Source: an optimization exercise on an open RTL-to-GDS flow (aim: small area and few clock cycles). Production flows keep margins and buffers that such runs may drop.
In this exercise RTL edits were held to simulation tests only and were not proved equivalent to the original.
No activity file was given, so power comes from the tool's default toggle rates.

v11:
Design powlib_ipram_top, start of the top module:
module powlib_ipram_top(clk,rst,wraddr,wrdata,wrvld,wrrdy,rdaddr,rddata,rdvld,rdrdy);
Settings: LEC_CHECK=0, CAP_MARGIN=20, CORE_MARGIN=2, CORE_UTILIZATION=65, CTS_CLUSTER_DIAMETER=150, CTS_CLUSTER_SIZE=30, SLEW_MARGIN=20, SYNTH_HIERARCHICAL=1; clock period 4.0 ns.
run.sh (not shown) runs the stock make flow with config.mk's settings and CLKGATE_MAP_FILE= SYNTH_SCRIPT=/design/flow/synth_recipe.tcl, a recipe that flattens the netlist after the stock synthesis.
The flow did not stop early for v11: all stages ran, and the layout cleared the timing, DRC and antenna checks.
Testbench counts of v11, summed over its fixed seeds: cycles 8,048.
### v11 -> v37
Settings: putting RECOVER_POWER at 100 where nothing was set; putting BUFFER_PORTS_ARGS at -buffer_cell sky130_fd_sc_hd__buf_1 where nothing was set.
==> flow/flow/run.sh (new file) <==
#!/bin/bash
set -euo pipefail
cat >> config.mk <<'CFG'
export BUFFER_PORTS_ARGS = -buffer_cell sky130_fd_sc_hd__buf_1
export RECOVER_POWER = 100
CFG
bash standard.sh finish > flow_make.log 2>&1
==> flow/standard.sh (new file) <==
#!/bin/bash
# synth_recipe.tcl (not shown) runs the flow's synth.tcl, then flattens the netlist and writes it again
# the make line also repeats each setting of config.mk as NAME=value (left out here)
make -C /OpenROAD-flow-scripts/flow DESIGN_CONFIG=/design/flow/config.mk WORK_HOME=/design/flow/orfs CLKGATE_MAP_FILE= SYNTH_SCRIPT=/design/flow/synth_recipe.tcl "${@:-finish}"
removed: flow/run.sh
## What came out
Finished, but not clean: v37, with capacitance limit, slew limit. Compared with v11, in v37 internal power of the cells now sits lower; share of power burned in the clock network about even; relative area of clock buffers and inverters in the final design did not really move; combinational group share of total power lower; number of logic stages on the critical path including buffering neither gained nor lost much. Changes observed in v37 relative to v11: largest net degree at the start of global routing rose 21%; power per standard cell area rose 2.7%. v37 against v11: overall power of the completed layout moved down; post-route clock period utilization moved up.
The following lists how v56 was set up differently from v37:
Settings: swapping 30 for 25 in CTS_CLUSTER_SIZE; swapping 150 for 100 in CTS_CLUSTER_DIAMETER; clearing RECOVER_POWER, which used to be 100; clearing BUFFER_PORTS_ARGS, which used to be -buffer_cell sky130_fd_sc_hd__buf_1; swapping 65 for 70 in CORE_UTILIZATION.
==> flow/run.sh (new file) <==
#!/bin/bash
# synth_recipe.tcl (not shown) runs the flow's synth.tcl, then flattens the netlist and writes it again
# the make line also repeats each setting of config.mk as NAME=value (left out here)
make -C /OpenROAD-flow-scripts/flow DESIGN_CONFIG=/design/flow/config.mk WORK_HOME=/design/flow/orfs CLKGATE_MAP_FILE= SYNTH_SCRIPT=/design/flow/synth_recipe.tcl finish
removed: flow/flow/run.sh
removed: flow/standard.sh
### Flow results
From v56 to v37, number of post-CTS setup repair buffers did not move at all.
Looking at non-clock buffer instance count of the final layout across v37 and v56, the one that comes out lower is v37.
Relative to v37, v56 degrades power drawn by the clock network.
v56: no failed stages, no open violations at the end
Fraction of the core area covered by cells at the end of the flow for v56: 9.0 points up relative to v37
Diff v37..v56 | critical path depth | unchanged
What v56 reported for number of fill cells in the layout has to be multiplied by 1.3 to get the figure for v37.
Cell area | v56 vs v37 | v56 larger
Total power of the final layout: v56 vs v37 up about 2.5%
Row global-route usage: v56 higher / v37 lower
When v56 is measured against v37, its share of power burned in combinational logic turns out 0.3 points higher.
What v43 does differently from v56 at the input level:
Settings: swapping 25 for 30 in CTS_CLUSTER_SIZE; swapping 70 for 65 in CORE_UTILIZATION; swapping 100 for 150 in CTS_CLUSTER_DIAMETER; putting BUFFER_PORTS_ARGS at -buffer_cell sky130_fd_sc_hd__buf_1 where nothing was set.
==> flow/flow/run.sh (new file) <==
#!/bin/bash
set -euo pipefail
cat >> config.mk <<'CFG'
export BUFFER_PORTS_ARGS = -buffer_cell sky130_fd_sc_hd__buf_1
CFG
bash standard.sh finish > flow_make.log 2>&1
==> flow/standard.sh (new file) <==
#!/bin/bash
# synth_recipe.tcl (not shown) runs the flow's synth.tcl, then flattens the netlist and writes it again
# the make line also repeats each setting of config.mk as NAME=value (left out here)
make -C /OpenROAD-flow-scripts/flow DESIGN_CONFIG=/design/flow/config.mk WORK_HOME=/design/flow/orfs CLKGATE_MAP_FILE= SYNTH_SCRIPT=/design/flow/synth_recipe.tcl "${@:-finish}"
removed: flow/run.sh
[summary]
- v43 finished every stage and its layout cleared the timing, DRC and antenna checks.
- Between v56 and v43, combinational share of power decreased.
- Looking only at number of rows in the core area, and setting everything else aside, the higher value of v56 and v43 goes to v43.
- Quantity of hold-fixing buffers added after cts: v43 vs v56 identical

separate check: timing with driven ports:
The flow's constraints put no driver on any port. The routed layouts listed below were extracted and timed again, unchanged, in two steps.
Step 1, drivers: a clkbuf_16 drives clk and a buf_2 each remaining input, both assumed.
Step 2 adds t to the input delays and takes it off the output delays; t is the mean of the earliest and latest rising clock arrival at the registers after step 1. Input paths then give back, and output paths get back, about the clock's delay inside the block.
a / b / c = no drivers / after step 1 / after step 2; a / b = the first two.
run | t, ns | setup slack, ns | clock arrival spread, ns
v11 | 0.776 | 0.277 / 0.277 / -0.340 | 0.036 / 0.036
v37 | 0.766 | 0.096 / 0.096 / -0.423 | 0.025 / 0.025
v56 | 0.790 | 0.237 / 0.219 / -0.496 | 0.027 / 0.027
v43 | 0.767 | 0.114 / 0.114 / -0.190 | 0.028 / 0.028
The setup slack of v56, which loses most, moves by -0.018 ns with the drivers and by -0.733 ns with both steps.
